This is an optimization exercise on Yosys and OpenROAD, whose aim is small area, not a production implementation. Function was checked by simulation only, so behaviour that the tests miss may differ from the original. Power and IR drop assume default switching activity.

==> design.v <==
`timescale 1ns/1ns
module ssg_emb_sd_adc_ctrl (
    input               clk,
    input               reset_n,
    input               start,           
    output wire         start_adc,       
    output reg          run,             
    output reg  [8:0]   counter,         
    output reg  [3:0]   counter16,       
    output reg          latch_sync2      
);
reg start_r;
reg start_adc_sync;
reg start_adc_sync2;
reg start_sync_adc;
reg start_sync2_adc;
always @(posedge clk or negedge reset_n)
    if (~reset_n)
    begin
        start_r <= 1'b0;
        start_adc_sync <= 1'b0;
        start_adc_sync2 <= 1'b0;
        start_sync_adc <= 1'b0;
        start_sync2_adc <= 1'b0;
    end
    else
    begin
        if (start)
            start_r <= 1'b1;
        else if (start_adc_sync2)
            start_r <= 1'b0;
        start_sync_adc <= start_r;
        start_sync2_adc <= start_sync_adc;
        start_adc_sync <= start_sync2_adc;
        start_adc_sync2 <= start_adc_sync;
    end
assign start_adc = ~start_sync2_adc & start_sync_adc;
wire last = (counter == 9'd399);
always @(posedge clk or negedge reset_n)
    if (~reset_n)
    begin
        counter <= 9'b0;
        run <= 1'b0;
    end
    else
    begin
        if (start_adc)
            run <= 1'b1;
        else if (last)
        begin
            run <= 1'b0;
            counter <= 9'b0;
        end
        else if (run)
            counter <= counter_inc;
    end
wire [8:0] counter_inc;
wire co_c;
rc_add #(9) add_c (.a(counter), .b(9'b0), .ci(1'b1), .s(counter_inc), .co(co_c));
always @(posedge clk or negedge reset_n)
    if (~reset_n)
        counter16 <= 4'b0;
    else
        counter16 <= counter16_inc;
wire [3:0] counter16_inc;
wire co_16;
rc_add #(4) add_16 (.a(counter16), .b(4'b0), .ci(1'b1), .s(counter16_inc), .co(co_16));
reg latch_sync;
always @(posedge clk or negedge reset_n)
    if (~reset_n)
    begin
        latch_sync <= 1'b0;
        latch_sync2 <= 1'b0;
    end
    else
    begin
        latch_sync <= run & last;
        latch_sync2 <= latch_sync;
    end
endmodule    
module rc_add #(
    parameter W = 8
) (
    input  [W-1:0]  a,
    input  [W-1:0]  b,
    input           ci,
    output [W-1:0]  s,
    output          co
);
wire [W:0] c;
assign c[0] = ci;
genvar i;
generate
    for (i = 0; i < W; i = i + 1)
    begin : bit_loop
        wire p = a[i] ^ b[i];
        assign s[i] = p ^ c[i];
        assign c[i+1] = (a[i] & b[i]) | (p & c[i]);
    end
endgenerate
assign co = c[W];
endmodule    
module rc_carry #(
    parameter W = 8
) (
    input  [W-1:0]  a,
    input  [W-1:0]  b,
    input           ci,
    output          co
);
wire [W:0] c;
assign c[0] = ci;
genvar i;
generate
    for (i = 0; i < W; i = i + 1)
    begin : bit_loop
        assign c[i+1] = (a[i] & b[i]) | (c[i] & (a[i] | b[i]));
    end
endgenerate
assign co = c[W];
endmodule    
`timescale 1ns/1ns
module ssg_emb_sd_adc_dec128 (
    input               clk,
    input               reset_n,
    input               cnr128,      
    input               dec_rate,    
    input [15:0]        offset,      
    input [21:0]        cn_in,       
    output reg [15:0]   sample_r     
);
reg [18:0] d0, c3, c4, c5n;
wire [18:0] x   = dec_rate ? cn_in[18:0] : cn_in[21:3];
wire [18:0] s3n, s4n, s5n;
wire co3, co4, co5, cox;
rc_add #(19) sub3 (.a(~x), .b(d0), .ci(1'b0), .s(s3n), .co(co3));
rc_add #(19) sub4 (.a(s3n), .b(c3), .ci(1'b0), .s(s4n), .co(co4));
rc_add #(19) sub5 (.a(s4n), .b(c4), .ci(1'b0), .s(s5n), .co(co5));
always @(posedge clk or negedge reset_n)
    if (~reset_n)
    begin
        d0 <= 19'b0;
        c3 <= 19'b0;
        c4 <= 19'b0;
        c5n <= {19{1'b1}};
    end
    else if (cnr128)
    begin
        d0 <= x;
        c3 <= ~s3n;
        c4 <= ~s4n;
        c5n <= s5n;
    end
wire [18:0] sx_n;
rc_add #(19) subx (.a(c5n), .b({1'b0, offset, 2'b11}), .ci(1'b0), .s(sx_n), .co(cox));
wire [18:0] sample_x = ~sx_n;
wire [15:0] sat = (sample_x[18] == sample_x[17]) ? sample_x[17:2] :
                  sample_x[18] ? 16'h8001 : 16'h7FFF;
reg [15:0] s1, s2;
always @(posedge clk or negedge reset_n)
    if (~reset_n)
    begin
        s1 <= 16'b0;
        s2 <= 16'b0;
        sample_r <= 16'b0;
    end
    else
    begin
        if (~cnr128)
            s1 <= sat;
        s2 <= s1;
        sample_r <= s2;
    end
endmodule    
`timescale 1ns/1ns
module ssg_emb_sd_adc_dec16 (
    input               clk,
    input               reset_n,
    input               cnr16,       
    input               p2,          
    input               dec_rate,    
    input [12:0]        cn_in,       
    output wire [9:0]   sample       
);
reg [9:0] xc;
always @(posedge clk)
    if (cnr16)
        xc <= dec_rate ? cn_in[9:0] : cn_in[12:3];
reg [9:0] d0, c3, c4, c5m;
wire [9:0] c3n, c4n, c5n;
wire co3, co4, co5;
rc_add #(10) sub3 (.a(xc), .b(~d0), .ci(1'b1), .s(c3n), .co(co3));
rc_add #(10) sub4 (.a(c3n), .b(~c3), .ci(1'b1), .s(c4n), .co(co4));
rc_add #(10) sub5 (.a(c4n), .b(~c4), .ci(1'b1), .s(c5n), .co(co5));
wire [9:0] c5m_n;
wire co6;
rc_add #(10) sub6 (.a(c5n), .b(10'h301), .ci(1'b0), .s(c5m_n), .co(co6));
always @(posedge clk or negedge reset_n)
    if (~reset_n)
    begin
        d0 <= 10'b0;
        c3 <= 10'b0;
        c4 <= 10'b0;
        c5m <= 10'h301;          
    end
    else if (p2)
    begin
        d0 <= xc;
        c3 <= c3n;
        c4 <= c4n;
        c5m <= c5m_n;
    end
assign sample = c5m;
endmodule    
`timescale 1ns/1ns
module ssg_emb_sd_adc_chan (
    input               clk,
    input               reset_n,
    input               data,        
    input               dec_rate,
    input               oc_en,       
    input               cnr128,
    input               cnr16,
    input               p2,
    input [15:0]        offset,
    input [9:0]         i_peak,
    output wire [15:0]  sample_r,    
    output reg          oc,          
    output reg [9:0]    oc_capture   
);
reg [21:0] delta1, cn1, cn2;
always @(posedge clk or negedge reset_n)
    if (~reset_n)
    begin
        delta1 <= 22'b0;
        cn1 <= 22'b0;
        cn2 <= 22'b0;
    end
    else
    begin
        delta1 <= delta1_n;
        cn1 <= cn1_n;
        cn2 <= cn2_n;
    end
wire [21:0] delta1_n, cn1_n, cn2_n;
wire co_d, co_1, co_2;
rc_add #(22) add_d (.a(delta1), .b(22'b0), .ci(data), .s(delta1_n), .co(co_d));
rc_add #(22) add_1 (.a(cn1), .b(delta1), .ci(1'b0), .s(cn1_n), .co(co_1));
rc_add #(22) add_2 (.a(cn2), .b(cn1), .ci(1'b0), .s(cn2_n), .co(co_2));
ssg_emb_sd_adc_dec128 dec128 (
    .clk        (clk),
    .reset_n    (reset_n),
    .cnr128     (cnr128),
    .dec_rate   (dec_rate),
    .offset     (offset),
    .cn_in      (cn2),
    .sample_r   (sample_r)
);
wire [9:0] sample16;
ssg_emb_sd_adc_dec16 dec16 (
    .clk        (clk),
    .reset_n    (reset_n),
    .cnr16      (cnr16),
    .p2         (p2),
    .dec_rate   (dec_rate),
    .cn_in      (cn2[12:0]),
    .sample     (sample16)
);
wire [9:0] sample16_abs;
wire co_a, ge;
rc_add #(10) add_abs (.a(sample16 ^ {10{sample16[9]}}), .b(10'b0), .ci(sample16[9]),
                      .s(sample16_abs), .co(co_a));
rc_carry #(10) add_cmp (.a(sample16_abs), .b(~i_peak), .ci(1'b1), .co(ge));
always @(posedge clk or negedge reset_n)
    if (~reset_n)
        oc <= 1'b0;
    else
        oc <= oc_en & ge;
reg oc_r;
always @(posedge clk)
    oc_r <= oc;
always @(posedge clk or negedge reset_n)
    if (~reset_n)
        oc_capture <= 10'b0;
    else if (oc & ~oc_r)
        oc_capture <= sample16_abs;
endmodule    
module ssg_emb_sd_adc (
    input               clk,
    input               reset_n,
    input               avs_write_n,
    input               avs_read_n,
    input [3:0]         avs_address,
    input [31:0]        avs_writedata,
    output reg [31:0]   avs_readdata,
    output wire         avs_irq,
    input               sync_dat_u,
    input               sync_dat_w,
    input               start_adc,
    input               run,
    input [6:0]         counter,
    input [3:0]         counter16,
    input               latch_sync2,
    output reg          overcurrent
);
reg [15:0] offset_u_reg;
reg [15:0] offset_w_reg;
reg [9:0] i_peak_reg;
reg [2:0] control_reg;
always @(posedge clk or negedge reset_n)
    if (~reset_n)
    begin
        offset_u_reg <= 16'b0;
        offset_w_reg <= 16'b0;
        i_peak_reg <= 10'b0;
        control_reg <= 3'b0;
    end
    else if (~avs_write_n)
    begin
        case (avs_address)
            4'h1:   offset_u_reg <= avs_writedata[15:0];
            4'h2:   offset_w_reg <= avs_writedata[15:0];
            4'h3:   i_peak_reg <= avs_writedata[9:0];
            4'h4:   control_reg <= avs_writedata[2:0];
        endcase
    end
reg [1:0] control_s1, control_s2;
always @(posedge clk or negedge reset_n)
    if (~reset_n)
    begin
        control_s1 <= 2'b0;
        control_s2 <= 2'b0;
    end
    else
    begin
        control_s1 <= {control_reg[2], control_reg[0] & ~control_reg[1]};
        control_s2 <= control_s1;
    end
wire dec_rate = control_s2[1];
wire oc_en = control_s2[0];
reg cnr128, cnr16, p1, p2;
always @(posedge clk or negedge reset_n)
    if (~reset_n)
    begin
        cnr128 <= 1'b0;
        cnr16 <= 1'b0;
        p1 <= 1'b0;
        p2 <= 1'b0;
    end
    else
    begin
        if (dec_rate)
            cnr128 <= run & (counter[5:0] == 6'b111111) | start_adc;
        else
            cnr128 <= run & (counter[6:0] == 7'b1111111) | start_adc;
        if (dec_rate)
            cnr16 <= (counter16[2:0] == 3'b111);
        else
            cnr16 <= (counter16[3:0] == 4'b1111);
        p1 <= cnr16;
        p2 <= p1;
    end
wire irq_ack = (avs_address == 4'h5) & ~avs_write_n & avs_writedata[0];
reg conv_done;
always @(posedge clk or negedge reset_n)
    if (~reset_n)
        conv_done <= 1'b0;
    else if (irq_ack)
        conv_done <= 1'b0;
    else if (latch_sync2)
        conv_done <= 1'b1;
assign avs_irq = conv_done;
wire [15:0] sample_u, sample_w;
wire oc_u, oc_w;
wire [9:0] cap_u, cap_w;
ssg_emb_sd_adc_chan chan_u (
    .clk        (clk),
    .reset_n    (reset_n),
    .data       (sync_dat_u),
    .dec_rate   (dec_rate),
    .oc_en      (oc_en),
    .cnr128     (cnr128),
    .cnr16      (cnr16),
    .p2         (p2),
    .offset     (offset_u_reg),
    .i_peak     (i_peak_reg),
    .sample_r   (sample_u),
    .oc         (oc_u),
    .oc_capture (cap_u)
);
ssg_emb_sd_adc_chan chan_w (
    .clk        (clk),
    .reset_n    (reset_n),
    .data       (sync_dat_w),
    .dec_rate   (dec_rate),
    .oc_en      (oc_en),
    .cnr128     (cnr128),
    .cnr16      (cnr16),
    .p2         (p2),
    .offset     (offset_w_reg),
    .i_peak     (i_peak_reg),
    .sample_r   (sample_w),
    .oc         (oc_w),
    .oc_capture (cap_w)
);
reg overcurrent_xx;
always @(posedge clk or negedge reset_n)
    if (~reset_n)
    begin
        overcurrent_xx <= 1'b0;
        overcurrent <= 1'b0;
    end
    else
    begin
        overcurrent_xx <= oc_u | oc_w;
        overcurrent <= overcurrent_xx;
    end
always @(*)
    case (avs_address)
        4'h1:   avs_readdata = {16'b0, offset_u_reg};
        4'h2:   avs_readdata = {16'b0, offset_w_reg};
        4'h3:   avs_readdata = {22'b0, i_peak_reg};
        4'h4:   avs_readdata = {29'b0, control_reg};
        4'h6:   avs_readdata = {27'b0, conv_done, conv_done, oc_u, oc_w, overcurrent};
        4'h7:   avs_readdata = {16'b0, sample_u};
        4'h8:   avs_readdata = {16'b0, sample_w};
        4'h9:   avs_readdata = {22'b0, i_peak_reg};
        4'hc:   avs_readdata = {22'b0, cap_u};
        4'hd:   avs_readdata = {22'b0, cap_w};
        default: avs_readdata = 32'h0;
    endcase
endmodule    
`timescale 1ns/1ns
module ssg_emb_pwm (
	input           clk,
	input           reset_n,
	input               avs_write_n,
	input               avs_read_n,
	input [3:0]         avs_address,
	input [31:0]        avs_writedata,
	output reg [31:0]   avs_readdata,
    input [2:0]         pwm_control,
	input				sync_in,
	output wire         u_h,
	output wire         u_l,
	output wire         v_h,
	output wire         v_l,
	output wire         w_h,
	output wire         w_l,
	output reg          carrier_latch,
	output reg			encoder_strobe_n,
	output wire         sync_out,
	output wire         start_adc,
	output reg [15:0]   carrier
);											
reg [2:0] gate_h;
reg [2:0] gate_l;
assign u_h = gate_h[0];
assign v_h = gate_h[1];
assign w_h = gate_h[2];
assign u_l = gate_l[0];
assign v_l = gate_l[1];
assign w_l = gate_l[2];
reg start;
wire pwm_enable = pwm_control[0];
wire en_lower = pwm_control[1];
wire en_upper = pwm_control[2];
reg [14:0] pwm_reg[0:2];     
reg [14:0] max_reg;
reg [7:0] block_reg;
reg [14:0] trigger_up_reg;
reg [14:0] trigger_down_reg;
always @(posedge clk or negedge reset_n)
    if (~reset_n)
    begin
        pwm_reg[0] <= 15'b0;
        pwm_reg[1] <= 15'b0;
        pwm_reg[2] <= 15'b0;
        max_reg <= 15'b0;
        block_reg <= 8'b0;
        trigger_up_reg <= 15'b0;
        trigger_down_reg <= 15'b0;
    end
    else if (~avs_write_n)
    begin
        case (avs_address)
            4'h1:   pwm_reg[0] <= avs_writedata[14:0];
            4'h2:   pwm_reg[1] <= avs_writedata[14:0];
            4'h3:   pwm_reg[2] <= avs_writedata[14:0];
            4'h4:   max_reg <= avs_writedata[14:0];
            4'h5:   block_reg <= avs_writedata[7:0];
            4'h6:   trigger_up_reg <= avs_writedata[14:0];
            4'h7:   trigger_down_reg <= avs_writedata[14:0];
        endcase
    end
always @(*)
    case (avs_address)
        4'h1:   avs_readdata <= {17'b0, pwm_reg[0]};
        4'h2:   avs_readdata <= {17'b0, pwm_reg[1]};
        4'h3:   avs_readdata <= {17'b0, pwm_reg[2]};
        4'h4:   avs_readdata <= {17'b0, max_reg};
        4'h5:   avs_readdata <= {24'b0, block_reg};
        4'h6:   avs_readdata <= {17'b0, trigger_up_reg};
        4'h7:   avs_readdata <= {17'b0, trigger_down_reg};
        4'h8:   avs_readdata <= {22'b0, gate_l[0], gate_h[0], gate_l[1], gate_h[1], gate_l[2], gate_h[2]};
        4'h9:   avs_readdata <= {16'b0, carrier};
        default:    avs_readdata <= 32'h0;
    endcase
reg [14:0] pwm[0:2];
generate
    genvar j;
    for (j = 0; j < 3; j = j + 1)
    begin : reg_gen_loop
        always @(posedge clk)
            if (~pwm_enable)
                pwm[j] <= 15'b0;
            else if (carrier_latch)
                pwm[j] <= pwm_reg[j];
    end
endgenerate
reg [14:0] counter;    
reg [14:0] counter_nxt;    
reg up;
reg sync;
wire co_nxt;
wire last_down = (counter == 15'd1);
always @(*)
    counter_nxt = counter_nxt_w;
wire [14:0] counter_nxt_w;
rc_add #(15) add_nxt (.a(counter), .b({15{~up}}), .ci(up), .s(counter_nxt_w), .co(co_nxt));
always @(posedge clk or negedge reset_n)
begin
    if (~reset_n)
    begin
        counter <= 15'b0;
        up <= 1'b1;
        carrier_latch <= 1'b0;
        start <= 1'b0;
    end
	else
	begin
		if (~pwm_enable | sync_in)
		begin
			counter <= 15'b0;
			up <= 1'b1;
			start <= 1'b0;
		end
		else
		begin
			counter <= counter_nxt;
			if (up & (counter_nxt == trigger_up_reg) | ~up & (counter_nxt == trigger_down_reg))
				start <= 1'b1;
			else
				start <= 1'b0;
		end
		if (up & (counter_nxt == max_reg) | ~up & last_down)
		begin
			up <= ~up;
			carrier_latch <= 1'b1;
		end
		else
			carrier_latch <= 1'b0;
    end
end
	always @(*)
        if (~up & last_down)
            sync <= 1'b1;
        else
            sync <= 1'b0;
assign sync_out = sync | sync_in;
assign start_adc = start;
always @(posedge clk or negedge reset_n)
    if (~reset_n)
        carrier <= 15'b0;
    else if (~pwm_enable | sync_in | ~up & last_down)
        carrier <= 15'b0;
    else
        carrier <= carrier_inc;
wire [15:0] carrier_inc;
wire co_car;
rc_add #(16) add_car (.a(carrier), .b(16'b0), .ci(1'b1), .s(carrier_inc), .co(co_car));
reg [2:0] strobe_count;
always @(posedge clk or negedge reset_n)
	if (~reset_n)
		strobe_count <= 3'b000;
	else if (carrier_latch)
		strobe_count <= 3'b001;
	else if (|strobe_count)
		strobe_count <= strobe_count + 3'b001;
always @(posedge clk or negedge reset_n)
	if (~reset_n)
		encoder_strobe_n <= 1'b1;
	else if (carrier_latch)
		encoder_strobe_n <= 1'b0;
	else if (|strobe_count)
		encoder_strobe_n <= 1'b0;
	else
		encoder_strobe_n <= 1'b1;
wire [14:0] counter_n = ~counter;
reg [7:0] dead_count[0:2];
reg compare[0:2];
reg compare_r[0:2];
generate
    genvar i;
        for (i = 0; i < 3; i = i + 1)
        begin : op_gen_loop
            wire gt;
            rc_carry #(15) add_cmp (.a(pwm[i]), .b(counter_n), .ci(1'b0), .co(gt));
            wire [7:0] dc_dec;
            wire dc_co;
            rc_add #(8) add_dc (.a(dead_count[i]), .b(8'hFF), .ci(1'b0), .s(dc_dec), .co(dc_co));
            always @(posedge clk)
                if (~pwm_enable)
                begin
                    dead_count[i] <= block_reg;
                    compare[i] <= 1'b0;
                    compare_r[i] <= 1'b0;
                end
                else
                begin
                    compare_r[i] <= compare[i];
                    compare[i] <= gt;
                    if (compare[i] != compare_r[i])
                        dead_count[i] <= block_reg;
                    else if (dead_count[i] != 8'b0)
                        dead_count[i] <= dc_dec;
                end
            always @(posedge clk or negedge reset_n)
                if (~reset_n)
                begin
                    gate_h[i] <= 1'b0;
                    gate_l[i] <= 1'b0;
                end
                else if (~pwm_enable | (compare[i] != compare_r[i]) | (dead_count[i] != 8'b0))
                begin
                    gate_h[i] <= 1'b0;
                    gate_l[i] <= 1'b0;
                end
                else
                begin
                    gate_h[i] <= compare[i] & en_upper;
                    gate_l[i] <= ~compare[i] & en_lower;
                end
        end
endgenerate
endmodule    
`timescale 1ns/1ns
module ssg_emb_dsm (
	input           clk,
	input           reset_n,
	input               avs_write_n,
	input               avs_read_n,
	input               avs_address,
	input [31:0]        avs_writedata,
	output reg [31:0]   avs_readdata,
	input               overcurrent,
	input               overvoltage,
	input               undervoltage,
	input               chopper,
	input               dc_link_clk_err,
    input               igbt_err,
    output wire     error_out,
    output wire     overcurrent_latch,
    output wire     overvoltage_latch,
    output wire     undervoltage_latch,
    output wire     dc_link_clk_err_latch,
    output wire     igbt_err_latch,
    output reg      chopper_latch,
    output reg [2:0] pwm_control
);											
reg [2:0] control_reg;
reg clear_status;
always @(posedge clk or negedge reset_n)
    if (~reset_n)
    begin
        control_reg <= 3'b0;
        clear_status <= 1'b0;
    end
    else if (~avs_write_n)
    begin
        case (avs_address)
            4'h0:   control_reg <= avs_writedata[2:0];
            4'h1:   clear_status <= 1'b1;
        endcase
    end
    else
        clear_status <= 1'b0;
reg [2:0] state;
reg [4:0] status_bits;
always @(*)
    case (avs_address)
        4'h0:   avs_readdata <= {29'b0, control_reg};
        4'h1:   avs_readdata <= {20'b0, state, pwm_control, 1'b1, status_bits};
        default:    avs_readdata <= 32'h0;
    endcase
reg [4:0] avs_writedata_r;
reg e1, e2;
always @(posedge clk)
    avs_writedata_r <= avs_writedata[4:0];
always @(posedge clk or negedge reset_n)
    if (~reset_n)
    begin
        status_bits[3:0] <= 4'b0;
        chopper_latch <= 1'b0;
        e1 <= 1'b0;
        e2 <= 1'b0;
    end
    else if (clear_status)
        status_bits[3:0] <= status_bits[3:0] & ~avs_writedata_r[3:0];
    else
    begin
        chopper_latch <= chopper;
        e1 <= overvoltage_latch | igbt_err_latch | undervoltage_latch; 	
        e2 <= overcurrent_latch | dc_link_clk_err_latch ; 					
        status_bits[2:1] <= status_bits[2:1] | {undervoltage, overvoltage};
        if ((state == 2) || (state == 3))
        begin
            status_bits[0] <= status_bits[0] | overcurrent;
            status_bits[3] <= status_bits[3] | dc_link_clk_err;
        end
    end
assign overcurrent_latch = status_bits[0];
assign overvoltage_latch = status_bits[1];
assign undervoltage_latch = status_bits[2];
assign dc_link_clk_err_latch = status_bits[3];
assign igbt_err_latch = status_bits[4];
assign error_out = e1 | e2;
reg [7:0] igbt_cnt;
reg igbt_err_r;
always @(posedge clk or negedge reset_n)
    if (~reset_n)
    begin
		igbt_cnt <= 8'b0;
        igbt_err_r <= 1'b0;
        status_bits[4] <= 1'b0;
    end
    else if (clear_status)
        status_bits[4] <= status_bits[4] & ~avs_writedata_r[4];
	else
    begin
		igbt_err_r <= igbt_err;
		if (igbt_err & ~igbt_err_r)
        begin
			igbt_cnt <= 8'b0;
		end
		if (igbt_err_r)
			igbt_cnt <= igbt_cnt_inc;
		if (igbt_cnt == 8'd75)
			status_bits[4] <=  status_bits[4] | igbt_err ;
	end
wire [7:0] igbt_cnt_inc;
wire igbt_co;
rc_add #(8) add_igbt (.a(igbt_cnt), .b(8'b0), .ci(1'b1), .s(igbt_cnt_inc), .co(igbt_co));
parameter   init    = 3'b000,
            prech   = 3'b001,
            prer    = 3'b010,
            run     = 3'b011,
            error   = 3'b100,
			idle    = 3'b101;
parameter   pwm_disable = 3'b000,
            pwm_enable  = 3'b001,
            pwm_lower   = 3'b011,
            pwm_both    = 3'b111;
always @(posedge clk or negedge reset_n)
    if (~reset_n)
    begin
		state <= 3'b0;
        pwm_control <= pwm_disable;
    end
	else
    begin
		case (state)
			idle:
				if (e1)
					state <= error;
				else
				begin
					pwm_control <= pwm_disable;
					if (control_reg == init)
						state <= init;					
				end
			init:
				if (e1)
					state <= error;
				else
				begin
					pwm_control <= pwm_enable;
					if (control_reg == prech)
						state <= prech;
					else if (control_reg == idle)
						state <= idle;							
				end
			prech:
				if (e1)
					state <= error;
				else
				begin
					pwm_control <= pwm_lower; 
					if (control_reg == prer)
						state <= prer;
					else if (control_reg == init)
						state <= init;
				end
			prer:
				begin
					if (e1 | e2)
						state <= error;
					else
					begin
						if (control_reg == run)
							state <= run;
						else if (control_reg == prech)
							state <= prech;
						else if (control_reg == init)
							state <= init;
					end
				end
			run:
				begin
					if (e1 | e2)
						state <= error;
					else
					begin
						pwm_control <= pwm_both;
						if (control_reg == init)
							state <= init;
					end
				end
			error:
				begin
					pwm_control <= pwm_disable;
					if (control_reg == init)
						state <= init;
				end
			default:
				begin
					pwm_control <= pwm_disable;
					state <= error;
				end
		endcase
	end
endmodule    
`timescale 1ns/1ns
module doc_axis_periphs (
    input               clk,
    input               reset_n,
    input               adc_avs_write_n,
    input               adc_avs_read_n,
    input  [3:0]        adc_avs_address,
    input  [31:0]       adc_avs_writedata,
    output [31:0]       adc_avs_readdata,
    output              adc_irq,
    input               pwm_avs_write_n,
    input               pwm_avs_read_n,
    input  [3:0]        pwm_avs_address,
    input  [31:0]       pwm_avs_writedata,
    output [31:0]       pwm_avs_readdata,
    input               sm_avs_write_n,
    input               sm_avs_read_n,
    input               sm_avs_address,
    input  [31:0]       sm_avs_writedata,
    output [31:0]       sm_avs_readdata,
    input               adc_pow_avs_write_n,
    input               adc_pow_avs_read_n,
    input  [3:0]        adc_pow_avs_address,
    input  [31:0]       adc_pow_avs_writedata,
    output [31:0]       adc_pow_avs_readdata,
    output              adc_pow_irq,
    output              pwm_sync_out,
    input               pwm_sync_in,
    input               adc_pow_sync_dat_u,
    input               adc_pow_sync_dat_w,
    output              adc_pow_overcurrent,
    input               adc_sync_dat_u,
    input               adc_sync_dat_w,
    output              adc_overcurrent,
    output [15:0]       pwm_carrier,
    output              pwm_carrier_latch,
    output              pwm_encoder_strobe_n,
    output              pwm_u_h,
    output              pwm_u_l,
    output              pwm_v_h,
    output              pwm_v_l,
    output              pwm_w_h,
    output              pwm_w_l,
    input               sm_overcurrent,
    input               sm_overvoltage,
    input               sm_undervoltage,
    input               sm_chopper,
    input               sm_dc_link_clk_err,
    input               sm_igbt_err,
    output              sm_error_out,
    output              sm_overcurrent_latch,
    output              sm_overvoltage_latch,
    output              sm_undervoltage_latch,
    output              sm_dc_link_clk_err_latch,
    output              sm_igbt_err_latch,
    output              sm_chopper_latch
);
wire [2:0] pwm_control;
wire       start_adc;
wire       adc_start;
wire       adc_run;
wire [8:0] adc_counter;
wire [3:0] adc_counter16;
wire       adc_latch;
ssg_emb_sd_adc_ctrl adc_ctrl (
    .clk            (clk),
    .reset_n        (reset_n),
    .start          (start_adc),
    .start_adc      (adc_start),
    .run            (adc_run),
    .counter        (adc_counter),
    .counter16      (adc_counter16),
    .latch_sync2    (adc_latch)
);
ssg_emb_sd_adc doc_adc (
    .clk            (clk),
    .reset_n        (reset_n),
    .avs_write_n    (adc_avs_write_n),
    .avs_read_n     (adc_avs_read_n),
    .avs_address    (adc_avs_address),
    .avs_writedata  (adc_avs_writedata),
    .avs_readdata   (adc_avs_readdata),
    .avs_irq        (adc_irq),
    .sync_dat_u     (adc_sync_dat_u),
    .sync_dat_w     (adc_sync_dat_w),
    .start_adc      (adc_start),
    .run            (adc_run),
    .counter        (adc_counter[6:0]),
    .counter16      (adc_counter16),
    .latch_sync2    (adc_latch),
    .overcurrent    (adc_overcurrent)
);
ssg_emb_pwm doc_pwm (
    .clk              (clk),
    .reset_n          (reset_n),
    .avs_write_n      (pwm_avs_write_n),
    .avs_read_n       (pwm_avs_read_n),
    .avs_address      (pwm_avs_address),
    .avs_writedata    (pwm_avs_writedata),
    .avs_readdata     (pwm_avs_readdata),
    .pwm_control      (pwm_control),
    .sync_in          (pwm_sync_in),
    .u_h              (pwm_u_h),
    .u_l              (pwm_u_l),
    .v_h              (pwm_v_h),
    .v_l              (pwm_v_l),
    .w_h              (pwm_w_h),
    .w_l              (pwm_w_l),
    .carrier_latch    (pwm_carrier_latch),
    .encoder_strobe_n (pwm_encoder_strobe_n),
    .sync_out         (pwm_sync_out),
    .start_adc        (start_adc),
    .carrier          (pwm_carrier)
);
ssg_emb_dsm doc_sm (
    .clk                   (clk),
    .reset_n               (reset_n),
    .avs_write_n           (sm_avs_write_n),
    .avs_read_n            (sm_avs_read_n),
    .avs_address           (sm_avs_address),
    .avs_writedata         (sm_avs_writedata),
    .avs_readdata          (sm_avs_readdata),
    .overcurrent           (sm_overcurrent),
    .overvoltage           (sm_overvoltage),
    .undervoltage          (sm_undervoltage),
    .chopper               (sm_chopper),
    .dc_link_clk_err       (sm_dc_link_clk_err),
    .igbt_err              (sm_igbt_err),
    .error_out             (sm_error_out),
    .overcurrent_latch     (sm_overcurrent_latch),
    .overvoltage_latch     (sm_overvoltage_latch),
    .undervoltage_latch    (sm_undervoltage_latch),
    .dc_link_clk_err_latch (sm_dc_link_clk_err_latch),
    .igbt_err_latch        (sm_igbt_err_latch),
    .chopper_latch         (sm_chopper_latch),
    .pwm_control           (pwm_control)
);
ssg_emb_sd_adc doc_adc_pow (
    .clk            (clk),
    .reset_n        (reset_n),
    .avs_write_n    (adc_pow_avs_write_n),
    .avs_read_n     (adc_pow_avs_read_n),
    .avs_address    (adc_pow_avs_address),
    .avs_writedata  (adc_pow_avs_writedata),
    .avs_readdata   (adc_pow_avs_readdata),
    .avs_irq        (adc_pow_irq),
    .sync_dat_u     (adc_pow_sync_dat_u),
    .sync_dat_w     (adc_pow_sync_dat_w),
    .start_adc      (adc_start),
    .run            (adc_run),
    .counter        (adc_counter[6:0]),
    .counter16      (adc_counter16),
    .latch_sync2    (adc_latch),
    .overcurrent    (adc_pow_overcurrent)
);
endmodule
==> flow/run.sh <==
#!/bin/bash
set -euo pipefail
cp standard.sh standard_sh.txt
echo 'export BUFFER_PORTS_ARGS = -buffer_cell sky130_fd_sc_hd__buf_1' >> "$FLOW_CONFIG"
bash standard.sh > standard.log 2>&1
==> standard.sh <==
#!/bin/bash
# synth_recipe.tcl (not shown) runs the flow's synth.tcl, then flattens the netlist and writes it again
# the make line also repeats each setting of config.mk as NAME=value (left out here)
make -C /OpenROAD-flow-scripts/flow DESIGN_CONFIG=/design/flow/config.mk WORK_HOME=/design/flow/orfs CLKGATE_MAP_FILE= SYNTH_SCRIPT=/design/flow/synth_recipe.tcl "${@:-finish}"
==> config.mk <==
export PLATFORM = sky130hd
export DESIGN_NAME = doc_axis_periphs
export DESIGN_NICKNAME = doc_axis_periphs
export VERILOG_FILES = /design/flow/design.v
export SDC_FILE = /design/flow/constraint.sdc
export NUM_CORES = 4
export LEC_CHECK = 0
export CAP_MARGIN = 20
export CORE_MARGIN = 2
export CORE_UTILIZATION = 40
export SLEW_MARGIN = 20
export BUFFER_PORTS_ARGS = -buffer_cell sky130_fd_sc_hd__buf_1
==> constraint.sdc <==
create_clock -name core_clock -period 10.0 [get_ports {clk}]
set_input_delay 2.0000 -clock core_clock [delete_from_list [all_inputs] [get_ports {clk}]]
set_output_delay 2.0000 -clock core_clock [all_outputs]
set_load 0.01 [all_outputs]
==> results of run 1 <==
==> metrics by stage <==
stage | power [mW] | cell area [sq um] | instances | setup TNS [ps]
2_1_floorplan | 17.9 | 68500 | 5468 | -4.43
3_3_place_gp | 21.2 | 71400 | 7665 | -2130
3_5_place_dp | 21.6 | 71400 | 7665 | -3250
4_1_cts | 27.9 | 77100 | 7965 | 0
5_1_grt | 30.3 | 77400 | 7968 | -26.6
6_report | 27.4 | 77400 | 7968 | 0
==> power by group through the flow <==
stage / registers (mW) / clock network [mW] / logic (mW)
after CTS: 8.74 / 6.19 / 13.0
after floorplan: 8.38 / 0 / 9.52
after global routing: 8.94 / 6.42 / 14.9
final: 8.72 / 6.01 / 12.7
after global placement: 8.75 / 0 / 12.5
after detailed placement: 8.81 / 0 / 12.8
==> what timing repair did <==
| item | 4_1_cts | 5_1_grt |
|---|---|---|
| gates resized for setup | 63 | 98 |
| buffers inserted | 6 | 1 |
| pin swaps | 34 | 12 |
| setup endpoints to repair | 23 | 23 |
==> metal layers <==
layer / vias to the layer above / part of all wire [%]
met3: 208 / 4.7
met1: 19800 / 46
met2: 752 / 47
met5: - / 0.025
met4: 6 / 2.4
li1: 18100 / -
==> cell usage in the layout, fill, tap and decap left out, types with 82 or more instances in the layout <==
cell / synthesis / routed
sky130_fd_sc_hd__dfrtp_1: 1176 / 1168
sky130_fd_sc_hd__inv_1: 655 / 655
sky130_fd_sc_hd__fa_1: 537 / 387
sky130_fd_sc_hd__mux2i_1: 293 / 289
sky130_fd_sc_hd__nand2_1: 285 / 285
sky130_fd_sc_hd__nor2_1: 253 / 252
sky130_fd_sc_hd__ha_1: 237 / 237
sky130_fd_sc_hd__a21oi_1: 225 / 225
sky130_fd_sc_hd__o21ai_1: 191 / 191
sky130_fd_sc_hd__buf_1: 37 / 176
sky130_fd_sc_hd__clkbuf_16: 0 / 158
sky130_fd_sc_hd__fa_2: 0 / 150
sky130_fd_sc_hd__mux2_2: 124 / 124
sky130_fd_sc_hd__mux2_1: 113 / 113
sky130_fd_sc_hd__xnor2_1: 114 / 108
sky130_fd_sc_hd__dfstp_2: 90 / 90
sky130_fd_sc_hd__nor2b_1: 83 / 82
sky130_fd_sc_hd__buf_4: 86 / 82
==> path summary, 6_finish.rpt <==
check                                           startpoint                                    end  slack [ps]  depth (start not counted)
max                                  doc_adc.chan_w.cn1[0]                 doc_adc.chan_w.cn2[21]         360                         22
min                        doc_adc_pow.chan_u.dec128.s2[3]  doc_adc_pow.chan_u.dec128.sample_r[3]         340                          0
max reg2reg                          doc_adc.chan_w.cn1[0]                 doc_adc.chan_w.cn2[21]         360                         22
min reg2reg                doc_adc_pow.chan_u.dec128.s2[3]  doc_adc_pow.chan_u.dec128.sample_r[3]         340                          0
max in group asynchronous                          reset_n                  doc_pwm.pwm_reg[0][6]        6630                          4
min in group asynchronous                          reset_n             doc_adc.chan_w.dec16.c4[4]        1180                          1
==> logic make-up (layout without fill, tap and decap cells) <==
group / after synthesis / after routing / synth area share (%)
flops: 1390 / 1390 / 51.2
buf+inv: 945 / 1227 / 5.70
simple gates: 822 / 822 / 5.57
fa+ha+maj: 800 / 800 / 20.5
compound gates: 738 / 738 / 6.55
mux: 530 / 530 / 8.21
xor+xnor: 175 / 175 / 2.26
other cells: 1 / 68 / 0.00550
==> synth_stat cells (114+ instances only) <==
library cell / n
sky130_fd_sc_hd__ha_1: 237
sky130_fd_sc_hd__inv_1: 655
sky130_fd_sc_hd__dfrtp_1: 1176
sky130_fd_sc_hd__o21ai_1: 191
sky130_fd_sc_hd__mux2_2: 124
sky130_fd_sc_hd__mux2i_1: 293
sky130_fd_sc_hd__nand2_1: 285
sky130_fd_sc_hd__fa_1: 537
sky130_fd_sc_hd__clkbuf_1: 152
sky130_fd_sc_hd__a21oi_1: 225
sky130_fd_sc_hd__xnor2_1: 114
sky130_fd_sc_hd__nor2_1: 253
==> cell type report <==
type | count | area share, %
clock buffers | 221 | 5.83
inverters | 662 | 3.21
clock inverters | 73 | 1.30
well taps | 2218 | 3.58
multi-input cells | 3133 | 39.0
flip-flops and latches | 1390 | 45.1
repair buffers | 271 | 1.96
==> run_results.csv, run 1 <==
group,metric,value,unit
layout,ff_latch_area,34900,sq um
global_route,grt_use_met3,2.98,%
clock_tree,cts_root_buffer,"sky130_fd_sc_hd__clkbuf_16",
clock_tree,numClockSinks,1390,
placed_design,port_buffers,177,
timing,layout_setup_ws,362,ps
timing,max_slew_margin,21.1,%
global_route,grt_start_max_net_pins,230,
layout,layout.filler_cells,15300,
detailed_routing,drt-initial-drc-count,2790,
outcome,outcome,"no timing/DRC/antenna violations",
critical_path,timing_worst_setup_path_type,"reg2reg",
synth,syn-cell-area,68200,sq um
power,clockPowerShare,21.9,%
clock_tree,clkLatencyLatePin,810,ps
synth,synthDominantAreaCellType,"sky130_fd_sc_hd__dfrtp_1",
synth,number_of_warnings_reported_in_the_yosys_synthesis_log,17,
floorplanning,dieHeight,417,microns
synth,postSynthRegisterBits,1390,
power,power.static_leakage,34.3,nW
synth,synth_top_cells_by_area,"sky130_fd_sc_hd__dfrtp_1 43%, sky130_fd_sc_hd__fa_1 16%, sky130_fd_sc_hd__ha_1 4.3%",
power,peakVddDrop,0.344,mV
detailed_routing,drt_drc_violations_left,0,
floorplanning,core_area,169000,sq um
critical_path,worstPathMaxFanout,2,
global_route,global_route.usage.total,16.2,%
layout,drive_above_1_share,13.4,%
synth,yosysUniqueCellTypes,77,
clock_tree,cts_max_path_bufs,3,
global_route,grt_pass1_vias,40600,
critical_path,critPathMostFrequentCell,"sky130_fd_sc_hd__fa_1",
clock_tree,postCtsHoldBufs,0,
critical_path,timing.critical_path.from_type,"register",
timing,hold_ws,343,ps
critical_path,worst-endpoint-arrival,10290,ps
global_route,globalRouteMet2Util,25.6,%
global_route,grt_most_used_layer,"met2",
floorplanning,ioPinCount,326,
global_route,antenna_found_initial,7,
critical_path,worst-path-buf-inv,0,
synth,number_of_synthesized_flops_with_an_enable_pin,64,
placed_design,detailedPlace.worstSlack,-306,ps
flow_run,drv_cap,0,
layout,multi_input_area,30200,sq um
placed_design,detailed_place_hpwl,96.9,mm
placed_design,gp_congestion,0.876,
synth,async_s_r_ff_share_synth,91.1,%
floorplanning,die_area,174000,sq um
floorplanning,initial_utilization,40.3,%
clock_tree,clk_pin_slew,60,ps
clock_tree,htree_levels,4,
critical_path,worst_setup_path_end_kind,"register",
synth,postSynthCellCount,5401,
detailed_routing,viasPerCell,4.88,
synth,synthesis.area_per_instance,12.6,sq um
timing,final_critical_path_time_including_i_o_delays_and_setup,9640,ps
power,power.share.sequential,31.9,%
critical_path,critPathTopFamily,"adder cells",
layout,finish.net_count,6551,
timing,timing.clock.skew,50.9,ps
timing,maxSlewViolCount,0,
layout,area_delta_synth_final,13.6,%
global_route,groute.layer.met1.usage,22.9,%
critical_path,critPathMaxStageDelay,470,ps
synth,synth_top_area_share,43.2,%
global_route,grt_first_pass_wirelength,224,mm
floorplanning,placement_rows,151,
power,power_switching_share,38.2,%
detailed_routing,routed-via-count,38900,
detailed_routing,antenna_violating_nets_post_route,0,
timing,worst_slew_pin_slew,1180,ps
timing,setup_viol,0,
power,pwr-share-comb,46.2,%
layout,largest_register_ff_count,90,
synth,synth_seq_area_share,51.2,%
floorplanning,die_w,417,microns
power,power_switching,10.5,mW
layout,fraction_of_the_core_area_covered_by_cells_at_the_end_of_the_flow,45.7,%
clock_tree,cts_made_buffers,157,
power,p_int,16.9,mW
detailed_routing,detail_route.first_pass.iterations,7,
critical_path,cp.required,10650,ps
layout,num_antenna_cells,0,
detailed_routing,wl_per_cell,17.3,microns
critical_path,timing.critical_path.slowest_stage_cell,"sky130_fd_sc_hd__fa_1",
timing,fmaxAchievable,0.104,GHz
global_route,grt_remaining_overflow,0,
clock_tree,tritoncts,"done",
synth,synth_ff_type,"sky130_fd_sc_hd__dfrtp_1",
timing,post-route-period-util,96.4,%
detailed_routing,finalWirelength,138,mm
hold_path,min-delay-path-class,"reg2reg",
timing,final_hold_fails,0,
power,cellPowerDensity,354,nW/um^2
critical_path,cp_cell_sequence,"ha_1, fa_1, fa_2, fa_2, fa_1, fa_1, fa_1, fa_2, fa_2, fa_1, fa_2, fa_1, fa_1, fa_2, fa_1, fa_1, fa_2, fa_2, fa_1, fa_1, fa_1, xnor2_1",
==> run 2: changes to the inputs <==
--- a/design.v
+++ b/design.v
@@ -509,2 +509,8 @@
 reg [14:0] pwm[0:2];
+reg pwm_valid;
+always @(posedge clk)
+    if (~pwm_enable)
+        pwm_valid <= 1'b0;
+    else if (carrier_latch)
+        pwm_valid <= 1'b1;
 generate
@@ -514,5 +520,3 @@
         always @(posedge clk)
-            if (~pwm_enable)
-                pwm[j] <= 15'b0;
-            else if (carrier_latch)
+            if (carrier_latch)
                 pwm[j] <= pwm_reg[j];
@@ -621,3 +625,3 @@
                     compare_r[i] <= compare[i];
-                    compare[i] <= gt;
+                    compare[i] <= pwm_valid & gt;
                     if (compare[i] != compare_r[i])
==> flow/run.sh (replaced) <==
#!/bin/bash
# The standard layout (standard.sh), with every input and output port
# buffered by the smallest buffer cell instead of the default choice.
# standard.sh's full output goes to standard.log; ORFS's per-step logs stay
# under orfs/logs/.
set -euo pipefail
echo 'export BUFFER_PORTS_ARGS = -buffer_cell sky130_fd_sc_hd__buf_1' >> "$FLOW_CONFIG"
bash standard.sh > standard.log 2>&1
--- a/config.mk
+++ b/config.mk
@@ -9,3 +9,6 @@
 export CORE_MARGIN = 2
-export CORE_UTILIZATION = 40
+export CORE_UTILIZATION = 55
+export CTS_BUF_LIST = sky130_fd_sc_hd__clkbuf_8
+export CTS_CLUSTER_DIAMETER = 60
+export CTS_CLUSTER_SIZE = 18
 export SLEW_MARGIN = 20
==> run 2 against run 1 <==
Setup slack got worse by 28 ps; sequential power is essentially flat; synthesized cell count decreased by 2.2%; clock power shrank 37%; sequential share of layout area increased by 2.9 points; non-clock buffer count decreased by 11; cell count down 9.5%; critical path depth up 1; first-iteration DRC count rose by 4.5%; cell area is 4.8% lower; largest power group unchanged.
==> run_results.csv, run 2 <==
group,metric,value,unit
outcome,outcome,"no timing/DRC/antenna violations",
synth,number_of_synthesized_flops_with_an_enable_pin,109,
timing,hold_ws,345,ps
floorplanning,dieHeight,355,microns
detailed_routing,detail_route.first_pass.iterations,10,
global_route,grt_first_pass_wirelength,217,mm
clock_tree,cts_max_path_bufs,3,
synth,syn-cell-area,67900,sq um
timing,setup_total_negative_slack,0,ps
placed_design,detailed_place_hpwl,94.3,mm
layout,leading_cell_type_in_the_layout_fill_and_taps_excluded,"sky130_fd_sc_hd__dfrtp_1",
clock_tree,cts_made_buffers,133,
layout,fraction_of_the_core_area_covered_by_cells_at_the_end_of_the_flow,60.3,%
timing,fmaxAchievable,0.103,GHz
layout,drive_above_1_share,14.5,%
timing,worst_slew_pin_slew,1130,ps
global_route,global_route.usage.total,21.8,%
synth,synth_top_cells_by_area,"sky130_fd_sc_hd__dfrtp_1 43%, sky130_fd_sc_hd__fa_1 16%, sky130_fd_sc_hd__edfxtp_1 4.8%",
power,cellPowerDensity,334,nW/um^2
floorplanning,initial_utilization,55.5,%
synth,yosysUniqueCellTypes,76,
layout,finish.net_count,6414,
clock_tree,clkLatencyLatePin,870,ps
critical_path,worst-path-buf-inv,0,
synth,postSynthRegisterBits,1391,
hold_path,min-delay-path-class,"reg2reg",
critical_path,worst_setup_path_end_kind,"register",
synth,number_of_warnings_reported_in_the_yosys_synthesis_log,17,
synth,synth_ff_type,"sky130_fd_sc_hd__dfrtp_1",
layout,final_cell_mix,"1,168 x sky130_fd_sc_hd__dfrtp_1, 667 x sky130_fd_sc_hd__inv_1, 390 x sky130_fd_sc_hd__fa_1",
detailed_routing,antenna_violating_nets_post_route,0,
timing,final_critical_path_time_including_i_o_delays_and_setup,9670,ps
detailed_routing,finalWirelength,131,mm
detailed_routing,viasPerCell,5.26,
placed_design,gp_congestion,0.894,
floorplanning,placement_rows,128,
clock_tree,clk_pin_slew,110,ps
critical_path,cp_cell_sequence,"ha_1, fa_1, fa_2, fa_1, fa_1, fa_2, fa_1, fa_1, fa_1, fa_2, fa_2, fa_2, fa_2, fa_1, fa_1, fa_1, fa_2, fa_2, fa_2, fa_2, fa_1, xnor2_2, xnor2_1",
timing,post-route-period-util,96.7,%
critical_path,critPathMaxStageDelay,470,ps
critical_path,worst-endpoint-arrival,10410,ps
synth,synthesis.area_per_instance,12.8,sq um
timing,max_slew_margin,24.2,%
clock_tree,htree_levels,4,
layout,layout.filler_cells,9875,
floorplanning,core_area,122000,sq um
layout,largest_register_ff_count,90,
synth,synth_top_area_share,43.4,%
floorplanning,die_w,355,microns
synth,postSynthCellCount,5284,
synth,yosys.cell_count.top_type,"sky130_fd_sc_hd__dfrtp_1",
critical_path,cp.required,10750,ps
critical_path,worstPathMaxFanout,2,
global_route,grt_remaining_overflow,0,
critical_path,critPathTopFamily,"adder cells",
power,peakVddDrop,0.564,mV
synth,async_s_r_ff_share_synth,91.0,%
critical_path,timing.critical_path.slowest_stage_cell,"sky130_fd_sc_hd__fa_1",
timing,maxSlewViolCount,0,
timing,timing.clock.skew,43.8,ps
clock_tree,cts_root_buffer,"sky130_fd_sc_hd__clkbuf_8",
power,power.static_leakage,33.1,nW
clock_tree,tritoncts,"done",
placed_design,port_buffers,177,
global_route,grt_start_max_net_pins,225,
detailed_routing,drt-initial-drc-count,2915,
timing,layout_setup_ws,334,ps
synth,yosys-top-cells-count,"1,176 x sky130_fd_sc_hd__dfrtp_1, 657 x sky130_fd_sc_hd__inv_1, 537 x sky130_fd_sc_hd__fa_1",
timing,final_hold_fails,0,
floorplanning,ioPinCount,326,
global_route,antenna_found_initial,5,
timing,setup_viol,0,
critical_path,timing.critical_path.from_type,"register",
synth,synthDominantAreaCellType,"sky130_fd_sc_hd__dfrtp_1",
detailed_routing,drt_drc_violations_left,0,
global_route,grt_pass1_vias,39700,
power,p_total,24.6,mW
flow_run,drv_cap,0,
placed_design,detailedPlace.worstSlack,-283,ps
layout,area_delta_synth_final,8.56,%
clock_tree,postCtsHoldBufs,0,
synth,synth_seq_area_share,52.1,%
detailed_routing,routed-via-count,37900,
clock_tree,numClockSinks,1391,
detailed_routing,wl_per_cell,18.1,microns
critical_path,timing_worst_setup_path_type,"reg2reg",
floorplanning,die_area,126000,sq um
run 2: cell count changes in the layout (fill, tap and decap cells not counted), moves of 86 or more:
cell                        change
sky130_fd_sc_hd__o21ai_1      -176
sky130_fd_sc_hd__clkbuf_8     +116
sky130_fd_sc_hd__mux2_1        -86
sky130_fd_sc_hd__o21ai_0      +146
sky130_fd_sc_hd__mux2_2        +88
sky130_fd_sc_hd__clkbuf_16    -158
run 2: layer usage:
| layer | part of all wire [%] | track usage (%) | up-vias |
|---|---|---|---|
| li1 | - | - | 17600 |
| met1 | 48 | 33.6 | 19200 |
| met2 | 45 | 32.4 | 820 |
| met3 | 4.5 | 3.06 | 203 |
| met4 | 2.5 | 6.50 | 2 |
| met5 | 0.010 | 0 | - |
run 2: kinds of logic (layout without fill, tap and decap cells):
group           after synthesis  count (layout)  synth area share, %
xor+xnor                    173             173                 2.24
other cells                   1              70              0.00553
simple gates                809             809                 5.40
flops                      1391            1391                 52.1
buf+inv                     926            1158                 5.64
fa+ha+maj                   799             799                 20.6
mux                         494             494                 7.73
compound gates              691             691                 6.26
run 2: worst paths after layout:
kind / startpoint / to / slack (ps) / cells past startpoint
max: doc_adc.chan_u.cn1[0] / doc_adc.chan_u.cn2[21] / 330 / 23
min: doc_adc_pow.chan_u.dec128.s2[15] / doc_adc_pow.chan_u.dec128.sample_r[15] / 350 / 0
max reg2reg: doc_adc.chan_u.cn1[0] / doc_adc.chan_u.cn2[21] / 330 / 23
min reg2reg: doc_adc_pow.chan_u.dec128.s2[15] / doc_adc_pow.chan_u.dec128.sample_r[15] / 350 / 0
max in group asynchronous: reset_n / doc_adc_pow.offset_u_reg[9] / 6490 / 3
min in group asynchronous: reset_n / doc_adc.chan_w.oc_capture[0] / 1210 / 1
run 2: final cells by class:
class | count | area, sq um | share of cell area (%)
antenna | 2 | 5.00 | 0.00679
clock buffer | 148 | 2040 | 2.76
clock inverter | 92 | 887 | 1.20
inverter | 658 | 2470 | 3.35
multi-input combinational | 3034 | 29400 | 39.9
sequential | 1391 | 35400 | 48.1
tap | 1625 | 2030 | 2.76
timing repair buffer | 260 | 1420 | 1.92
run 2: worst register-to-register path, cell delays in order, from the launching register on:
cell	delay, ps
sky130_fd_sc_hd__dfrtp_1	410
sky130_fd_sc_hd__ha_1	230
sky130_fd_sc_hd__fa_1	460
sky130_fd_sc_hd__fa_2	410
sky130_fd_sc_hd__fa_1	450
sky130_fd_sc_hd__fa_1	460
sky130_fd_sc_hd__fa_2	410
sky130_fd_sc_hd__fa_1	460
sky130_fd_sc_hd__fa_1	460
sky130_fd_sc_hd__fa_1	470
sky130_fd_sc_hd__fa_2	410
sky130_fd_sc_hd__fa_2	410
sky130_fd_sc_hd__fa_2	410
sky130_fd_sc_hd__fa_2	400
sky130_fd_sc_hd__fa_1	450
sky130_fd_sc_hd__fa_1	460
sky130_fd_sc_hd__fa_1	460
sky130_fd_sc_hd__fa_2	420
sky130_fd_sc_hd__fa_2	410
sky130_fd_sc_hd__fa_2	410
sky130_fd_sc_hd__fa_2	400
sky130_fd_sc_hd__fa_1	470
sky130_fd_sc_hd__xnor2_2	160
sky130_fd_sc_hd__xnor2_1	120
run 2: through the flow:
stage,cells,instance area (sq um)
after floorplan,5351,68100
after global placement,6964,70200
after detailed placement,6964,70200
after CTS,7206,73300
after global routing,7210,73700
final,7210,73700
run 2: power by group:
group	switching (mW)	internal (mW)	leakage, nW
Sequential	1.17	7.52	17.0
Combinational	6.50	5.61	14.5
Clock	2.15	1.64	1.50
run 2: repair_timing:
| action | in CTS | in global routing |
|---|---|---|
| buffers inserted | 2 | 2 |
| setup endpoints to repair | 24 | 21 |
| pin swaps | 40 | 14 |
| resized for setup | 58 | 102 |
==> run 3: changes to the inputs <==
--- a/config.mk
+++ b/config.mk
@@ -12,3 +12,3 @@
 export CTS_CLUSTER_DIAMETER = 60
-export CTS_CLUSTER_SIZE = 18
+export CTS_CLUSTER_SIZE = 16
 export SLEW_MARGIN = 20
==> run 3 against run 2 <==
Area after synthesis is the same; sequential power hardly changed; power increased by 0.31%; fmax decreased by 0.15%; hold slack worse by 2.4 ps; clock power increased by 2%; via count hardly changed.
==> run_results.csv, run 3 <==
group,metric,value,unit
layout,ff_latch_area,35400,sq um
global_route,grt_pass1_vias,39800,
timing,fmaxAchievable,0.103,GHz
layout,area_delta_synth_final,8.62,%
detailed_routing,wl_per_cell,18.2,microns
layout,layout.cell_area.non_filler,73700,sq um
detailed_routing,viasPerCell,5.26,
timing,setup_viol,0,
global_route,antenna_found_initial,4,
critical_path,cp_cell_sequence,"ha_1, fa_1, fa_1, fa_2, fa_2, fa_2, fa_1, fa_1, fa_1, fa_1, fa_1, fa_2, fa_2, fa_1, fa_2, fa_1, fa_2, fa_2, fa_2, fa_1, fa_2, xnor2_2, xnor2_1",
detailed_routing,routed-via-count,37900,
power,cellPowerDensity,335,nW/um^2
clock_tree,clkLatencyLatePin,870,ps
synth,mux_contribution_to_synthesized_area,7.73,%
layout,drive_above_1_share,14.5,%
layout,multi_input_area,29400,sq um
synth,yosysUniqueCellTypes,76,
synth,postSynthRegisterBits,1391,
synth,async_s_r_ff_share_synth,91.0,%
timing,timing.clock.skew,33.9,ps
layout,finish.net_count,6415,
synth,number_of_warnings_reported_in_the_yosys_synthesis_log,17,
synth,yosys.cell_count.top_type,"sky130_fd_sc_hd__dfrtp_1",
timing,layout_setup_ws,320,ps
timing,worst_slew_pin_slew,1170,ps
timing,maxSlewViolCount,0,
placed_design,cell_area_after_placement,70200,sq um
synth,yosys-top-cells-count,"1,176 x sky130_fd_sc_hd__dfrtp_1, 657 x sky130_fd_sc_hd__inv_1, 537 x sky130_fd_sc_hd__fa_1",
critical_path,timing.critical_path.slowest_stage_cell,"sky130_fd_sc_hd__fa_1",
timing,final_hold_fails,0,
synth,adder_cell_share_of_the_synthesized_area,20.6,%
detailed_routing,drt_drc_violations_left,0,
synth,synth_top_family_by_area,"adder cells",
flow_run,drv_cap,0,
synth,postSynthCellCount,5284,
layout,final_cell_mix,"1,168 x sky130_fd_sc_hd__dfrtp_1, 671 x sky130_fd_sc_hd__inv_1, 389 x sky130_fd_sc_hd__fa_1",
clock_tree,postCtsHoldBufs,0,
synth,synth_ff_type,"sky130_fd_sc_hd__dfrtp_1",
detailed_routing,drt-initial-drc-count,3051,
clock_tree,numClockSinks,1391,
synth,synth-simple-area-share,5.40,%
global_route,grt_first_pass_wirelength,218,mm
detailed_routing,detail_route.first_pass.iterations,9,
global_route,global_route.usage.total,21.9,%
clock_tree,cts_max_path_bufs,3,
clock_tree,cts_root_buffer,"sky130_fd_sc_hd__clkbuf_8",
layout,largest_register_ff_count,90,
detailed_routing,finalWirelength,131,mm
synth,synth_top_cells_by_area,"sky130_fd_sc_hd__dfrtp_1 43%, sky130_fd_sc_hd__fa_1 16%, sky130_fd_sc_hd__edfxtp_1 4.8%",
critical_path,cp.required,10730,ps
clock_tree,clk_pin_slew,90,ps
power,power.static_leakage,33.1,nW
floorplanning,die_w,355,microns
clock_tree,cts_made_buffers,134,
global_route,grt_start_max_net_pins,225,
floorplanning,die_area,126000,sq um
timing,post-route-period-util,96.8,%
synth,synth_top_area_share,43.4,%
synth,synth_seq_area_share,52.1,%
power,p_total,24.7,mW
synth,synth_compound_gate_area_share,6.26,%
critical_path,timing_worst_setup_path_type,"reg2reg",
synth,number_of_synthesized_flops_with_an_enable_pin,109,
floorplanning,ioPinCount,326,
synth,synthesis.area_per_instance,12.8,sq um
outcome,outcome,"no timing/DRC/antenna violations",
detailed_routing,antenna_violating_nets_post_route,0,
clock_tree,tritoncts,"done",
hold_path,min-delay-path-class,"reg2reg",
synth,synthDominantAreaCellType,"sky130_fd_sc_hd__dfrtp_1",
power,peakVddDrop,0.559,mV
clock_tree,htree_levels,4,
hold_path,hold-path-cell-count,0,
critical_path,worstPathMaxFanout,2,
synth,synth_xor_xnor_area_share,2.24,%
floorplanning,dieHeight,355,microns
layout,layout.filler_cells,9855,
placed_design,port_buffers,177,
critical_path,critPathMaxStageDelay,470,ps
critical_path,worst_r2r_path_depth,23,
floorplanning,core_area,122000,sq um
timing,max_slew_margin,22.0,%
placed_design,detailedPlace.worstSlack,-283,ps
timing,final_critical_path_time_including_i_o_delays_and_setup,9680,ps
floorplanning,placement_rows,128,
layout,leading_cell_type_in_the_layout_fill_and_taps_excluded,"sky130_fd_sc_hd__dfrtp_1",
floorplanning,initial_utilization,55.5,%
critical_path,worst_setup_path_end_kind,"register",
placed_design,detailed_place_hpwl,94.3,mm
critical_path,worst-endpoint-arrival,10410,ps
critical_path,timing.critical_path.from_type,"register",
placed_design,gp_congestion,0.894,
global_route,grt_remaining_overflow,0,
synth,syn-cell-area,67900,sq um
run 3: cell type report:
cell class	count	area share, %
Inverter	658	3.35
Antenna cell	1	0.00339
Clock buffer	149	2.78
Timing Repair Buffer	260	1.91
Sequential cell	1391	48.0
Tap cell	1625	2.76
Multi-Input combinational cell	3034	39.9
Clock inverter	92	1.25
run 3: critical path, delay by kind of cell, from the launching register on:
| kind | cells | cell delay, ps |
|---|---|---|
| XOR/XNOR | 2 | 260 |
| adder cells (fa/ha/maj) | 21 | 8890 |
| flip-flops | 1 | 410 |
run 3: final timing paths:
check / start / endpoint / slack, ps
max: doc_adc.chan_u.cn1[0] / doc_adc.chan_u.cn1[21] / 320
min: doc_adc_pow.chan_u.dec128.s2[15] / doc_adc_pow.chan_u.dec128.sample_r[15] / 340
max reg2reg: doc_adc.chan_u.cn1[0] / doc_adc.chan_u.cn1[21] / 320
min reg2reg: doc_adc_pow.chan_u.dec128.s2[15] / doc_adc_pow.chan_u.dec128.sample_r[15] / 340
max in group asynchronous: reset_n / doc_pwm.carrier_latch / 6560
min in group asynchronous: reset_n / doc_adc.chan_w.oc_capture[0] / 1200
run 3: metal layers:
layer | up-vias | global-route usage (%) | share of wire [%]
met5 | - | 0 | 0.0099
met2 | 807 | 32.6 | 45
met3 | 223 | 3.15 | 4.6
li1 | 17600 | - | -
met4 | 2 | 6.77 | 2.7
met1 | 19200 | 33.6 | 48
run 3: stage by stage:
step | std cells | utilization [%] | TNS, ps | hold slack [ps]
2_1_floorplan | 5351 | - | -3.77 | 331
3_3_place_gp | 6964 | 57.5 | -2010 | 332
3_5_place_dp | 6964 | 57.5 | -3380 | 335
4_1_cts | 7207 | 60.1 | 0 | 342
5_1_grt | 7210 | 60.3 | -20.8 | 346
6_report | 7210 | 60.3 | 0 | 343
run 3: cell families (layout without fill, tap and decap cells):
family | count (synthesis) | in the layout
AND/OR/NAND/NOR | 809 | 809
buffers and inverters | 926 | 1159
other | 1 | 69
adder cells (fa/ha/maj) | 799 | 799
AO/OA/AOI/OAI | 691 | 691
XOR/XNOR | 173 | 173
multiplexers | 494 | 494
flip-flops | 1391 | 1391
run 3: repair_timing:
action,CTS,global route
pin swaps,40,15
setup endpoints to repair,24,21
gates resized for setup,69,92
buffers inserted,2,1
run 3: where the power goes:
group / internal (mW) / switching (mW)
sequential: 7.52 / 1.18
combinational: 5.61 / 6.50
clock: 1.75 / 2.11
==> run 4: changes to the inputs <==
==> flow/run.sh (replaced) <==
#!/bin/bash
# The standard layout (standard.sh) with two changes: every input and
# output port is buffered by the smallest buffer cell, and clock tree
# synthesis does not add dummy loads. standard.sh's full output goes to
# standard.log; ORFS's per-step logs stay under orfs/logs/.
set -euo pipefail
cat >> "$FLOW_CONFIG" <<'EOC'
export BUFFER_PORTS_ARGS = -buffer_cell sky130_fd_sc_hd__buf_1
export CTS_ARGS = -sink_clustering_enable -repair_clock_nets -sink_clustering_size 18 -sink_clustering_max_diameter 60 -buf_list sky130_fd_sc_hd__clkbuf_8 -dont_use_dummy_load
EOC
bash standard.sh > standard.log 2>&1
--- a/config.mk
+++ b/config.mk
@@ -10,6 +10,4 @@
 export CORE_UTILIZATION = 55
-export CTS_BUF_LIST = sky130_fd_sc_hd__clkbuf_8
-export CTS_CLUSTER_DIAMETER = 60
-export CTS_CLUSTER_SIZE = 16
 export SLEW_MARGIN = 20
 export BUFFER_PORTS_ARGS = -buffer_cell sky130_fd_sc_hd__buf_1
+export CTS_ARGS = -sink_clustering_enable -repair_clock_nets -sink_clustering_size 18 -sink_clustering_max_diameter 60 -buf_list sky130_fd_sc_hd__clkbuf_8 -dont_use_dummy_load
==> run 4 against run 3 <==
Die area did not move; global-route usage fell by 0.13 points; sequential power barely moved; routed wire length fell by 0.76%; synthesized cell count did not move; combinational power barely moved; utilization fell by 0.92 points; cell count fell by 1.5%; area after synthesis did not move.
==> run_results.csv, run 4 <==
group,metric,value,unit
outcome,outcome,"no timing/DRC/antenna violations",
critical_path,worst-endpoint-arrival,10430,ps
timing,worst_slew_pin_slew,1190,ps
layout,final_cell_mix,"1,168 x sky130_fd_sc_hd__dfrtp_1, 657 x sky130_fd_sc_hd__inv_1, 393 x sky130_fd_sc_hd__fa_1",
critical_path,critPathMaxStageDelay,460,ps
floorplanning,ioPinCount,326,
global_route,grt_first_pass_wirelength,216,mm
global_route,grt_remaining_overflow,0,
floorplanning,dieHeight,355,microns
detailed_routing,detail_route.first_pass.iterations,6,
power,power.static_leakage,32.5,nW
synth,synthesis.area_per_instance,12.8,sq um
placed_design,detailed_place_hpwl,94.3,mm
clock_tree,cts_root_buffer,"sky130_fd_sc_hd__clkbuf_8",
timing,setup_viol,0,
power,peakVddDrop,0.563,mV
synth,synth_seq_area_share,52.1,%
layout,layout.cell_area.non_filler,72600,sq um
synth,synth_top_family_by_area,"adder cells",
critical_path,worstPathMaxFanout,2,
critical_path,timing.critical_path.slowest_stage_cell,"sky130_fd_sc_hd__fa_1",
clock_tree,clk_pin_slew,100,ps
detailed_routing,antenna_violating_nets_post_route,0,
synth,synth_top_area_share,43.4,%
synth,async_s_r_ff_share_synth,91.0,%
floorplanning,die_w,355,microns
timing,maxSlewViolCount,0,
layout,area_delta_synth_final,6.96,%
global_route,grt_pass1_vias,39500,
critical_path,timing.critical_path.from_type,"register",
global_route,grt_start_max_net_pins,225,
detailed_routing,drt_drc_violations_left,0,
synth,postSynthRegisterBits,1391,
detailed_routing,wl_per_cell,18.3,microns
placed_design,detailedPlace.worstSlack,-283,ps
power,cellPowerDensity,328,nW/um^2
timing,max_slew_margin,20.2,%
clock_tree,htree_levels,4,
detailed_routing,met3_wl,5.69,mm
detailed_routing,drt-initial-drc-count,2970,
detailed_routing,route.top_layer_used,"met5",
timing,layout_setup_ws,324,ps
layout,final_cell_count_no_fill,7104,
detailed_routing,viasPerCell,5.29,
synth,yosysUniqueCellTypes,76,
detailed_routing,routed-via-count,37600,
synth,syn-cell-area,67900,sq um
clock_tree,clkLatencyLatePin,870,ps
placed_design,cell_area_after_placement,70200,sq um
layout,multi_input_area,29400,sq um
synth,adder_cell_share_of_the_synthesized_area,20.6,%
synth,synth-simple-area-share,5.40,%
placed_design,port_buffers,177,
layout,largest_register_ff_count,90,
floorplanning,core_area,122000,sq um
timing,setup_total_negative_slack,0,ps
timing,post-route-period-util,96.8,%
timing,fmaxAchievable,0.103,GHz
synth,postSynthCellCount,5284,
clock_tree,cts_max_path_bufs,3,
clock_tree,postCtsHoldBufs,0,
detailed_routing,met2RoutedLength,58.1,mm
detailed_routing,m1WireLength,62.8,mm
clock_tree,tritoncts,"done",
placed_design,gp_congestion,0.894,
critical_path,worst-r2r-setup-slack,320,ps
layout,layout.filler_cells,9941,
layout,leading_cell_type_in_the_layout_fill_and_taps_excluded,"sky130_fd_sc_hd__dfrtp_1",
critical_path,cp_cell_sequence,"ha_1, fa_1, fa_1, fa_2, fa_2, fa_2, fa_1, fa_1, fa_1, fa_1, fa_2, fa_1, fa_1, fa_1, fa_2, fa_1, fa_2, fa_2, fa_2, fa_1, fa_2, xnor2_2, xnor2_1",
synth,number_of_warnings_reported_in_the_yosys_synthesis_log,17,
hold_path,hold-path-cell-count,0,
timing,final_hold_fails,0,
layout,drive_above_1_share,13.0,%
synth,synth_compound_gate_area_share,6.26,%
placed_design,placed_instances,6964,
synth,synth_top_cells_by_area,"sky130_fd_sc_hd__dfrtp_1 43%, sky130_fd_sc_hd__fa_1 16%, sky130_fd_sc_hd__edfxtp_1 4.8%",
synth,synthDominantAreaCellType,"sky130_fd_sc_hd__dfrtp_1",
floorplanning,placement_rows,128,
critical_path,worst_r2r_path_depth,23,
global_route,global_route.usage.total,21.7,%
critical_path,critPathMostFrequentCell,"sky130_fd_sc_hd__fa_1",
synth,mux_contribution_to_synthesized_area,7.73,%
timing,timing.clock.skew,61.1,ps
critical_path,worst_setup_path_end_kind,"register",
synth,yosys.cell_count.top_type,"sky130_fd_sc_hd__dfrtp_1",
detailed_routing,finalWirelength,130,mm
synth,synth_ff_type,"sky130_fd_sc_hd__dfrtp_1",
layout,ff_latch_area,35400,sq um
synth,number_of_synthesized_flops_with_an_enable_pin,109,
synth,yosys-top-cells-count,"1,176 x sky130_fd_sc_hd__dfrtp_1, 657 x sky130_fd_sc_hd__inv_1, 537 x sky130_fd_sc_hd__fa_1",
flow_run,drv_cap,0,
floorplanning,initial_utilization,55.5,%
timing,final_critical_path_time_including_i_o_delays_and_setup,9680,ps
clock_tree,numClockSinks,1391,
clock_tree,cts_made_buffers,133,
critical_path,timing_worst_setup_path_type,"reg2reg",
critical_path,cp.required,10750,ps
synth,synth_xor_xnor_area_share,2.24,%
floorplanning,die_area,126000,sq um
layout,finish.net_count,6415,
hold_path,min-delay-path-class,"reg2reg",
global_route,antenna_found_initial,5,
run 4: cell counts after synthesis:
Identical to the previous run, type by type.
run 4: what timing repair did:
| item | 4_1_cts | 5_1_grt |
|---|---|---|
| gates resized for setup | 57 | 100 |
| hold endpoints to repair | 0 | 0 |
| pin swaps | 40 | 14 |
| setup buffers | 2 | 2 |
| setup endpoints to repair | 24 | 21 |
run 4: worst max-delay path: cells and delay by family (launching register included):
family | cells | cell delay (ps)
DFF | 1 | 410
adders and majority gates | 21 | 8940
xor gates and xnor gates | 2 | 260
run 4: final cells by class:
cell class | instances | share of cell area, %
Sequential cell | 1391 | 48.8
Antenna cell | 2 | 0.00689
Tap cell | 1625 | 2.80
Timing Repair Buffer | 261 | 1.97
Clock buffer | 133 | 2.52
Multi-Input combinational cell | 3034 | 40.5
Inverter | 658 | 3.40
run 4: through the flow:
stage	utilization (%)	hold WS [ps]	power (mW)
global placement	57.5	332	20.8
CTS	59.1	311	24.3
detailed placement	57.5	335	21.1
finish	59.4	310	23.8
floorplan	-	331	17.6
global route	59.4	315	26.6
run 4: metal layers:
layer	track usage (%)	vias up
li1	-	17500
met4	6.72	2
met1	33.5	19100
met5	0	-
met2	32.2	752
met3	3.05	203
run 4: report_power, final:
part | switching (mW) | leakage, nW | internal, mW
logic | 6.50 | 14.5 | 5.61
registers | 1.17 | 17.0 | 7.53
clock network | 1.81 | 0.956 | 1.19
total | 9.48 | 32.5 | 14.3
run 4: logic make-up (layout without fill, tap and decap cells):
| group | count (synthesis) | count (layout) |
|---|---|---|
| muxes | 494 | 494 |
| and+or+nand+nor | 809 | 809 |
| adders and majority gates | 799 | 799 |
| buffers and inverters | 926 | 1052 |
| AOI/OAI and AO/OA | 691 | 691 |
| DFF | 1391 | 1391 |
| other | 1 | 70 |
| xor gates and xnor gates | 173 | 173 |
run 4: worst paths after layout:
kind	start	to
setup / recovery	doc_adc.chan_u.cn1[0]	doc_adc.chan_u.cn1[21]
hold / removal	doc_adc_pow.chan_u.dec128.s2[15]	doc_adc_pow.chan_u.dec128.sample_r[15]
setup reg to reg	doc_adc.chan_u.cn1[0]	doc_adc.chan_u.cn1[21]
hold reg to reg	doc_adc_pow.chan_u.dec128.s2[15]	doc_adc_pow.chan_u.dec128.sample_r[15]
max in group asynchronous	reset_n	doc_pwm.carrier_latch
min in group asynchronous	reset_n	doc_adc.chan_w.oc_capture[0]

-- static timing again, ports no longer ideal --
How much do the figures lean on ideal ports? The routed layouts below were timed once more, with nothing changed but the port constraints.
Step 1: set_driving_cell puts a clkbuf_16 on clk and a buf_2 on each other input, an assumption about the parent block.
Step 2 also shifts input and output timing later by t, the mid clock arrival at the registers, as if the neighbouring blocks saw the same clock.
Three values: ideal ports, drivers, drivers and shift; two values: the first two.
run	t (ns)	slack for setup (ns)	worst setup path at the end
run 1	0.856	0.362 / 0.362 / 0.362	register to register
run 2	0.923	0.334 / 0.334 / 0.334	register to register
run 3	0.926	0.320 / 0.320 / 0.320	register to register
run 4	0.901	0.324 / 0.324 / 0.324	register to register
After both steps every run listed still meets setup and hold.
